Context: an optimization exercise on an open-source flow, tuned for small area. The choices shown serve that exercise and are no tape-out recipe.
Only simulation tests tie the RTL to the original design; equivalence was not proved.
Power and IR drop assume default switching activity. The clock port is modelled as an ideal driver; clocking choices that lean on that would not hold on a real chip.

Setup of S:
## uart
module uart
  (
   input wire         sys_clk,  
   input wire         sys_rstn,  
   output logic       cpu_int,  
   input wire         reg_awvalid,
   output logic       reg_awready,
   input wire [2:0]   reg_awaddr,
   input wire         reg_wvalid,
   output logic       reg_wready,
   input wire [7:0]   reg_wdata,
   input wire         reg_bready,
   output logic       reg_bvalid,
   output logic [1:0] reg_bresp,
   input wire         reg_arvalid,
   output logic       reg_arready,
   input wire [2:0]   reg_araddr,
   input wire         reg_rready,
   output logic       reg_rvalid,
   output logic [7:0] reg_rdata,
   output logic [1:0] reg_rresp,
   input              uart_ctsn,  
   input              uart_rx,  
   output             uart_rtsn,  
   output             uart_tx    
   );
For scale: ~1600 cells after synthesis, ~490 flip-flops, roughly 43 I/O pins.
export LEC_CHECK = 0
export CAP_MARGIN = 20
export CORE_MARGIN = 2
export CORE_UTILIZATION = 40
export CTS_BUF_LIST = sky130_fd_sc_hd__clkbuf_16
export CTS_CLUSTER_DIAMETER = 60
export CTS_CLUSTER_SIZE = 35
export SLEW_MARGIN = 20
create_clock -name core_clock -period 10.0 [get_ports {sys_clk}]
run.sh (not shown) runs the stock make flow with config.mk's settings and CLKGATE_MAP_FILE= SYNTH_SCRIPT=/design/flow/synth_recipe.tcl, a recipe that flattens the netlist after the stock synthesis.
Setup changes, S to Q
- changing CTS_CLUSTER_SIZE from 35 to 16
- changing CTS_BUF_LIST from sky130_fd_sc_hd__clkbuf_16 to sky130_fd_sc_hd__clkbuf_8
- changing CTS_CLUSTER_DIAMETER from 60 to 50
[summary]
Q finished end to end and its layout was clean on timing, DRC and antenna. The higher post-layout instance count excluding filler cells came out of Q. Final period utilization: S and Q compared, lower one is S. Going from S to Q, the net switching component of the power was found to have gone down by 2.0%. Looking at overall routing resource usage, Q sits 0.16 points higher than S does. Overall power after layout of Q falls short of that of S by a few percent. Per the comparison of Q with S, least setup slack across all paths after layout now sits lower; met3 usage in global routing grew by 0.69 points; clock group share of total power went down 3.4 points; clock-pin slew on the worst setup and hold paths stayed essentially flat. In the final reports, the cell area of Q is smaller than that of S. Row total detailed-routing wirelength: Q higher / S lower.

========
build 1:
Another version of the RTL of uart (not shown whole).
For scale: roughly 0.018 sq mm of cells after synthesis.
## uart
module uart
  (
   input wire         sys_clk,  
   input wire         sys_rstn,  
   output logic       cpu_int,  
   input wire         reg_awvalid,
   output logic       reg_awready,
   input wire [2:0]   reg_awaddr,
   input wire         reg_wvalid,
   output logic       reg_wready,
   input wire [7:0]   reg_wdata,
   input wire         reg_bready,
   output logic       reg_bvalid,
   output logic [1:0] reg_bresp,
   input wire         reg_arvalid,
   output logic       reg_arready,
   input wire [2:0]   reg_araddr,
   input wire         reg_rready,
   output logic       reg_rvalid,
   output logic [7:0] reg_rdata,
   output logic [1:0] reg_rresp,
   input              uart_ctsn,  
   input              uart_rx,  
   output             uart_rtsn,  
   output             uart_tx    
   );
Settings: LEC_CHECK=0, CAP_MARGIN=0, CORE_MARGIN=2, CORE_UTILIZATION=55, SLEW_MARGIN=0; clock period 10.0 ns.
standard.sh (not shown) runs the stock make flow with config.mk's settings and CLKGATE_MAP_FILE= SYNTH_SCRIPT=/design/flow/synth_recipe.tcl, a recipe that flattens the netlist after the stock synthesis.
==> flow/flow/run.sh <==
#!/bin/bash
# Own layout flow: the standard flow, with these changes.
#  1. After the standard synthesis, the combinational logic is mapped again for
#     area by flow/resynth.tcl (the flip-flops are kept: same instances, names
#     and cells), with four ABC scripts that differ only in the random seed;
#     the smallest result replaces 1_2_yosys.v and the flow goes on.
#  2. The clock tree is built from fewer, larger clusters, without dummy loads.
#  3. The port buffers are the smallest buffer cell.
set -euo pipefail
WORK=$(pwd)
R=$WORK/orfs/results/$FLOW_PLATFORM/uart/base
YOSYS=$(command -v yosys || echo "$FLOW_HOME/../tools/install/yosys/bin/yosys")
LIB=$FLOW_HOME/platforms/$FLOW_PLATFORM/lib/sky130_fd_sc_hd__tt_025C_1v80.lib

export CTS_ARGS="-sink_clustering_enable -repair_clock_nets -dont_use_dummy_load -buf_list sky130_fd_sc_hd__clkbuf_16 -sink_clustering_size 30 -sink_clustering_max_diameter 75"
export BUFFER_PORTS_ARGS="-buffer_cell sky130_fd_sc_hd__buf_1"

bash standard.sh synth > standard_synth.log 2>&1

cp "$R/1_2_yosys.v" "$WORK/1_2_yosys_standard.v"
for S in 0 1 2 3; do
  RS_LIB=$LIB RS_IN=$WORK/1_2_yosys_standard.v RS_TOP=$FLOW_TOP \
    RS_STAT_BEFORE=$WORK/resynth_stat_before.txt RS_STAT_AFTER=$WORK/resynth_stat_after$S.txt \
    RS_SCRIPT=$WORK/flow/area$S.script RS_OUT=$WORK/1_2_yosys_resynth$S.v \
    "$YOSYS" -c "$WORK/flow/resynth.tcl" > resynth$S.log 2>&1 &
done
wait
BEST=""; BESTA=""
for S in 0 1 2 3; do
  A=$(awk '/Chip area for module/ {print $NF}' "$WORK/resynth_stat_after$S.txt" | tail -n 1)
  echo "seed script $S: area $A" >> resynth_choice.log
  if [[ -n "$A" && -s "$WORK/1_2_yosys_resynth$S.v" ]]; then
    if [[ -z "$BESTA" ]] || awk "BEGIN{exit !($A < $BESTA)}"; then BEST=$S; BESTA=$A; fi
  fi
done
echo "chosen: $BEST ($BESTA)" >> resynth_choice.log
cp "$WORK/1_2_yosys_resynth$BEST.v" "$R/1_2_yosys.v"
touch "$R/1_2_yosys.v"

bash standard.sh finish > standard_finish.log 2>&1
==> flow/flow/area0.script <==
strash
dc2
&get -n
&deepsyn -T 60 -S 1
&put
dc2
dch -f
amap
strash
dch -f
amap
==> flow/flow/area1.script <==
strash
dc2
&get -n
&deepsyn -T 60 -S 18
&put
dc2
dch -f
amap
strash
dch -f
amap
==> flow/flow/area2.script <==
strash
dc2
&get -n
&deepsyn -T 60 -S 35
&put
dc2
dch -f
amap
strash
dch -f
amap
==> flow/flow/area3.script <==
strash
dc2
&get -n
&deepsyn -T 60 -S 52
&put
dc2
dch -f
amap
strash
dch -f
amap
==> flow/flow/resynth.tcl <==
# Re-map the combinational logic of the standard synthesis netlist for area.
# The flip-flops are kept as they are (same instances, names and cells).
yosys -import
set lib $::env(RS_LIB)
read_liberty -ignore_miss_func $lib
blackbox sky130_fd_sc_hd__*df* sky130_fd_sc_hd__*dl* sky130_fd_sc_hd__conb*
read_verilog $::env(RS_IN)
hierarchy -top $::env(RS_TOP)
tee -o $::env(RS_STAT_BEFORE) stat -liberty $lib
flatten
opt_clean
abc -script $::env(RS_SCRIPT) -liberty $lib -dont_use sky130_fd_sc_hd__lpflow_* -dont_use sky130_fd_sc_hd__probe*
opt_clean -purge
hilomap -singleton -hicell sky130_fd_sc_hd__conb_1 HI -locell sky130_fd_sc_hd__conb_1 LO
splitnets
opt_clean -purge
tee -o $::env(RS_STAT_AFTER) stat -liberty $lib
write_verilog -noattr -noexpr -nohex -nodec $::env(RS_OUT)
Build 1: flow completed, timing, DRC and antenna clean
#### Input delta (build 50 over build 1)
--- a/flow/flow/run.sh
+++ b/flow/flow/run.sh
@@ -13,5 +13,5 @@
 LIB=$FLOW_HOME/platforms/$FLOW_PLATFORM/lib/sky130_fd_sc_hd__tt_025C_1v80.lib
 
-export CTS_ARGS="-sink_clustering_enable -repair_clock_nets -dont_use_dummy_load -buf_list sky130_fd_sc_hd__clkbuf_16 -sink_clustering_size 30 -sink_clustering_max_diameter 75"
+export CTS_ARGS="-sink_clustering_enable -repair_clock_nets -dont_use_dummy_load -buf_list sky130_fd_sc_hd__clkbuf_16 -sink_clustering_size 32 -sink_clustering_max_diameter 80"
 export BUFFER_PORTS_ARGS="-buffer_cell sky130_fd_sc_hd__buf_1"
 
## What came out
- Aggregate global-route resource usage: build 50 vs build 1, no meaningful difference
- From build 1 to build 50 the numbers moved as follows: number of fill cells in the layout did not really move, via count held steady, maximum frequency now sits lower, average vias per placed instance saw little to no change, via count of the first global-routing pass went down by about 0.8%.
- Build 50 ended with more clock period minus worst slack than build 1.
- Comparing build 50 and build 1, power is lower on build 50.
--- input diff build 50..build 79 ---
Settings: swapping 55 for 70 in CORE_UTILIZATION.
--- a/flow/flow/run.sh
+++ b/flow/flow/run.sh
@@ -13,5 +13,5 @@
 LIB=$FLOW_HOME/platforms/$FLOW_PLATFORM/lib/sky130_fd_sc_hd__tt_025C_1v80.lib
 
-export CTS_ARGS="-sink_clustering_enable -repair_clock_nets -dont_use_dummy_load -buf_list sky130_fd_sc_hd__clkbuf_16 -sink_clustering_size 32 -sink_clustering_max_diameter 80"
+export CTS_ARGS="-sink_clustering_enable -repair_clock_nets -dont_use_dummy_load -buf_list sky130_fd_sc_hd__clkbuf_16 -sink_clustering_size 28 -sink_clustering_max_diameter 60"
 export BUFFER_PORTS_ARGS="-buffer_cell sky130_fd_sc_hd__buf_1"
 
## What came out
- Although build 79 finished all stages, its layout failed final checks on max-capacitance violations, max-slew violations.
- Build 50 finished every stage and its layout cleared the timing, DRC and antenna checks.
- Side by side, core utilization turned out higher in build 79 than in build 50.
- Build 79 and build 50 ended up with roughly the same sequential share of layout area.
- Comparing build 50 and build 79, the lower area growth from synthesis to final layout was measured on build 50.
Edits applied to the flow inputs when going from build 79 to build 25:
Settings: CORE_UTILIZATION: 70 -> 55.
==> flow/flow/run.sh <==
#!/bin/bash
# Own layout flow: the standard flow, with two changes.
#  1. After the standard synthesis, the combinational logic is mapped again for
#     area by flow/resynth.tcl (the flip-flops are kept: same instances, names
#     and cells). The new netlist replaces 1_2_yosys.v and the flow goes on.
#  2. The clock tree is built from fewer, larger clusters, without dummy loads.
set -euo pipefail
WORK=$(pwd)
R=$WORK/orfs/results/$FLOW_PLATFORM/uart/base
YOSYS=$(command -v yosys || echo "$FLOW_HOME/../tools/install/yosys/bin/yosys")
LIB=$FLOW_HOME/platforms/$FLOW_PLATFORM/lib/sky130_fd_sc_hd__tt_025C_1v80.lib

export CTS_ARGS="-sink_clustering_enable -repair_clock_nets -dont_use_dummy_load -buf_list sky130_fd_sc_hd__clkbuf_16 -sink_clustering_size 32 -sink_clustering_max_diameter 80"

bash standard.sh synth > standard_synth.log 2>&1

cp "$R/1_2_yosys.v" "$WORK/1_2_yosys_standard.v"
RS_LIB=$LIB RS_IN=$WORK/1_2_yosys_standard.v RS_TOP=$FLOW_TOP \
  RS_STAT_BEFORE=$WORK/resynth_stat_before.txt RS_STAT_AFTER=$WORK/resynth_stat_after.txt \
  RS_SCRIPT=$WORK/flow/area.script RS_OUT=$WORK/1_2_yosys_resynth.v \
  "$YOSYS" -c "$WORK/flow/resynth.tcl" > resynth.log 2>&1
cp "$WORK/1_2_yosys_resynth.v" "$R/1_2_yosys.v"
touch "$R/1_2_yosys.v"

bash standard.sh finish > standard_finish.log 2>&1
==> flow/flow/area.script (new file) <==
strash
dc2
&get -n
&deepsyn -T 60
&put
dc2
dch -f
amap
strash
dch -f
amap
removed: flow/flow/area0.script
removed: flow/flow/area1.script
removed: flow/flow/area2.script
removed: flow/flow/area3.script
Findings:
The area growth from synthesis to layout of build 25 is higher than that of build 79.
Comparing build 25 and build 79, the higher placed instance count is on build 25.
Taking build 25 over build 79, the wire length on met3 ratio works out to 0.65.
Final area: build 25 vs build 79 up about 2%
Build 25: flow completed, timing, DRC and antenna clean
Global-route usage ended up 8.0 points lower on build 25 than on build 79.
Diff build 79 -> build 25 | routed via count | decrease of 4.1%
Setup slack: build 25 more than build 79
Worst setup skew after layout ended up 0.0048 ns lower on build 25 than on build 79.
Measured against each other, build 25 and build 79 differ in synthesized instance count, the higher figure coming from build 25.

========
## run A
uart again, from the RTL that the note above started with.
// uart
module uart
  (
   input wire         sys_clk,  
   input wire         sys_rstn,  
   output logic       cpu_int,  
   input wire         reg_awvalid,
   output logic       reg_awready,
   input wire [2:0]   reg_awaddr,
   input wire         reg_wvalid,
   output logic       reg_wready,
   input wire [7:0]   reg_wdata,
   input wire         reg_bready,
   output logic       reg_bvalid,
   output logic [1:0] reg_bresp,
   input wire         reg_arvalid,
   output logic       reg_arready,
   input wire [2:0]   reg_araddr,
   input wire         reg_rready,
   output logic       reg_rvalid,
   output logic [7:0] reg_rdata,
   output logic [1:0] reg_rresp,
   input              uart_ctsn,  
   input              uart_rx,  
   output             uart_rtsn,  
   output             uart_tx    
   );
clock: 10.0 ns
lec_check: 0
cap_margin: 20
core_margin: 2
core_utilization: 40
slew_margin: 20
==> flow/flow/run.sh <==
#!/bin/bash
# Own layout flow: the standard flow, with two changes.
#  1. After the standard synthesis, the combinational logic is mapped again for
#     area by flow/resynth.tcl (the flip-flops are kept: same instances, names
#     and cells). The new netlist replaces 1_2_yosys.v and the flow goes on.
#  2. The clock tree is built from fewer, larger clusters, without dummy loads.
set -euo pipefail
WORK=$(pwd)
R=$WORK/orfs/results/$FLOW_PLATFORM/uart/base
YOSYS=$(command -v yosys || echo "$FLOW_HOME/../tools/install/yosys/bin/yosys")
LIB=$FLOW_HOME/platforms/$FLOW_PLATFORM/lib/sky130_fd_sc_hd__tt_025C_1v80.lib

export CTS_ARGS="-sink_clustering_enable -repair_clock_nets -dont_use_dummy_load -buf_list sky130_fd_sc_hd__clkbuf_16 -sink_clustering_size 32 -sink_clustering_max_diameter 80"

bash standard.sh synth > standard_synth.log 2>&1

cp "$R/1_2_yosys.v" "$WORK/1_2_yosys_standard.v"
RS_LIB=$LIB RS_IN=$WORK/1_2_yosys_standard.v RS_TOP=$FLOW_TOP \
  RS_STAT_BEFORE=$WORK/resynth_stat_before.txt RS_STAT_AFTER=$WORK/resynth_stat_after.txt \
  RS_SCRIPT=$WORK/flow/area.script RS_OUT=$WORK/1_2_yosys_resynth.v \
  "$YOSYS" -c "$WORK/flow/resynth.tcl" > resynth.log 2>&1
cp "$WORK/1_2_yosys_resynth.v" "$R/1_2_yosys.v"
touch "$R/1_2_yosys.v"

bash standard.sh finish > standard_finish.log 2>&1
==> flow/flow/area.script <==
strash
dc2
&get -n
&deepsyn -T 60
&put
dc2
dch -f
amap
strash
dch -f
amap
Scripts as last shown in full above: flow/flow/resynth.tcl
diff inputs: run A => run B
==> flow/flow/run.sh <==
#!/bin/bash
# Own layout flow: the standard flow, with these changes.
#  1. After the standard synthesis, the combinational logic is mapped again for
#     area by flow/resynth.tcl (the flip-flops are kept: same instances, names
#     and cells), with four ABC scripts that differ only in the random seed;
#     the smallest result replaces 1_2_yosys.v and the flow goes on.
#  2. The clock tree is built from fewer, larger clusters, without dummy loads.
#  3. The port buffers are the smallest buffer cell.
set -euo pipefail
WORK=$(pwd)
R=$WORK/orfs/results/$FLOW_PLATFORM/uart/base
YOSYS=$(command -v yosys || echo "$FLOW_HOME/../tools/install/yosys/bin/yosys")
LIB=$FLOW_HOME/platforms/$FLOW_PLATFORM/lib/sky130_fd_sc_hd__tt_025C_1v80.lib

export CTS_ARGS="-sink_clustering_enable -repair_clock_nets -dont_use_dummy_load -buf_list sky130_fd_sc_hd__clkbuf_16 -sink_clustering_size 32 -sink_clustering_max_diameter 80"
export BUFFER_PORTS_ARGS="-buffer_cell sky130_fd_sc_hd__buf_1"

bash standard.sh synth > standard_synth.log 2>&1

cp "$R/1_2_yosys.v" "$WORK/1_2_yosys_standard.v"
for S in 0 1 2 3; do
  RS_LIB=$LIB RS_IN=$WORK/1_2_yosys_standard.v RS_TOP=$FLOW_TOP \
    RS_STAT_BEFORE=$WORK/resynth_stat_before.txt RS_STAT_AFTER=$WORK/resynth_stat_after$S.txt \
    RS_SCRIPT=$WORK/flow/area$S.script RS_OUT=$WORK/1_2_yosys_resynth$S.v \
    "$YOSYS" -c "$WORK/flow/resynth.tcl" > resynth$S.log 2>&1 &
done
wait
BEST=""; BESTA=""
for S in 0 1 2 3; do
  A=$(awk '/Chip area for module/ {print $NF}' "$WORK/resynth_stat_after$S.txt" | tail -n 1)
  echo "seed script $S: area $A" >> resynth_choice.log
  if [[ -n "$A" && -s "$WORK/1_2_yosys_resynth$S.v" ]]; then
    if [[ -z "$BESTA" ]] || awk "BEGIN{exit !($A < $BESTA)}"; then BEST=$S; BESTA=$A; fi
  fi
done
echo "chosen: $BEST ($BESTA)" >> resynth_choice.log
cp "$WORK/1_2_yosys_resynth$BEST.v" "$R/1_2_yosys.v"
touch "$R/1_2_yosys.v"

bash standard.sh finish > standard_finish.log 2>&1
==> flow/flow/area0.script (new file) <==
strash
dc2
&get -n
&deepsyn -T 60 -S 1
&put
dc2
dch -f
amap
strash
dch -f
amap
==> flow/flow/area1.script (new file) <==
strash
dc2
&get -n
&deepsyn -T 60 -S 18
&put
dc2
dch -f
amap
strash
dch -f
amap
==> flow/flow/area2.script (new file) <==
strash
dc2
&get -n
&deepsyn -T 60 -S 35
&put
dc2
dch -f
amap
strash
dch -f
amap
==> flow/flow/area3.script (new file) <==
strash
dc2
&get -n
&deepsyn -T 60 -S 52
&put
dc2
dch -f
amap
strash
dch -f
amap
--- a/flow/config.mk
+++ b/flow/config.mk
@@ -7,5 +7,5 @@
 export LEC_CHECK = 0
-export CAP_MARGIN = 20
+export CAP_MARGIN = 0
 export CORE_MARGIN = 2
-export CORE_UTILIZATION = 40
-export SLEW_MARGIN = 20
+export CORE_UTILIZATION = 62
+export SLEW_MARGIN = 0
removed: flow/flow/area.script
Notes after the runs:
Count of inserted tapcells (higher): run A
Cell count after synthesis in run B is 40 below run A.
Delta (run B minus run A): post-route worst setup slack increased 400 ps; wire length after detailed routing decreased 2.6%.
Of run B and run A, it is run B that has the lower clock distribution area overhead in the final layout.
Inputs modified between run B and run C:
--- a/flow/flow/run.sh
+++ b/flow/flow/run.sh
@@ -14,3 +14,3 @@
 
-export CTS_ARGS="-sink_clustering_enable -repair_clock_nets -dont_use_dummy_load -buf_list sky130_fd_sc_hd__clkbuf_16 -sink_clustering_size 32 -sink_clustering_max_diameter 80"
+export CTS_ARGS="-sink_clustering_enable -repair_clock_nets -dont_use_dummy_load -buf_list sky130_fd_sc_hd__clkbuf_16 -sink_clustering_size 30 -sink_clustering_max_diameter 60"
 export BUFFER_PORTS_ARGS="-buffer_cell sky130_fd_sc_hd__buf_1"
--- a/flow/config.mk
+++ b/flow/config.mk
@@ -9,3 +9,3 @@
 export CORE_MARGIN = 2
-export CORE_UTILIZATION = 62
+export CORE_UTILIZATION = 80
 export SLEW_MARGIN = 0
Findings:
- Sort run C and run B by data arrival time at the worst-slack endpoint, descending, and run C comes first.
- Diff run C and run B: worst-case setup margin in the final layout lower in run C
- The launch point of the worst path comes out u_cpu.u_tx.count[1] in one run and u_cpu.u_tx.count[4] in the other, namely in run B and run C respectively.
- Both conditions hold for run C: the flow ran to the end and the final layout passed the timing, DRC and antenna checks.
- Run B: all stages complete, timing, DRC and antenna checks passed
- Compared with run B, run C degrades first-iteration DRC count.
- Compared with run B, placement density in the core of run C is higher.
- Against run B, fmax in run C came out worse.

what the ideal ports hide:
Ports are ideal in the flow. The routed layouts listed here were re-timed in OpenROAD. Step 1 assumes that a clkbuf_16 drives the clock port and a buf_2 every other input. Step 2 moves the port delays by t, midway between the first and last clock arrival at a register: inputs arrive t later, outputs are due t later. That takes back most of the time a late clock gives input paths. Three values: ideal, step 1, step 2; two values: the first two.
| run | t (ns) | setup slack, ns | clock arrival spread, ns |
|---|---|---|---|
| S | 0.621 | 5.716 / 5.658 / 5.431 | 0.041 / 0.041 |
| Q | 0.714 | 5.606 / 5.553 / 5.435 | 0.058 / 0.059 |
| build 1 | 0.603 | 5.263 / 5.288 / 4.685 | 0.055 / 0.055 |
| build 50 | 0.592 | 5.168 / 5.199 / 4.608 | 0.071 / 0.071 |
| build 79 | 0.617 | 5.309 / 5.331 / 4.714 | 0.059 / 0.059 |
| build 25 | 0.587 | 5.520 / 5.520 / 5.088 | 0.045 / 0.045 |
| run A | 0.612 | 5.262 / 5.293 / 4.681 | 0.096 / 0.096 |
| run B | 0.589 | 5.658 / 5.658 / 5.386 | 0.050 / 0.049 |
| run C | 0.623 | 4.928 / 4.928 / 4.928 | 0.055 / 0.055 |
The setup slack of build 79, which loses most, moves by +0.022 ns with the drivers and by -0.595 ns with both steps.
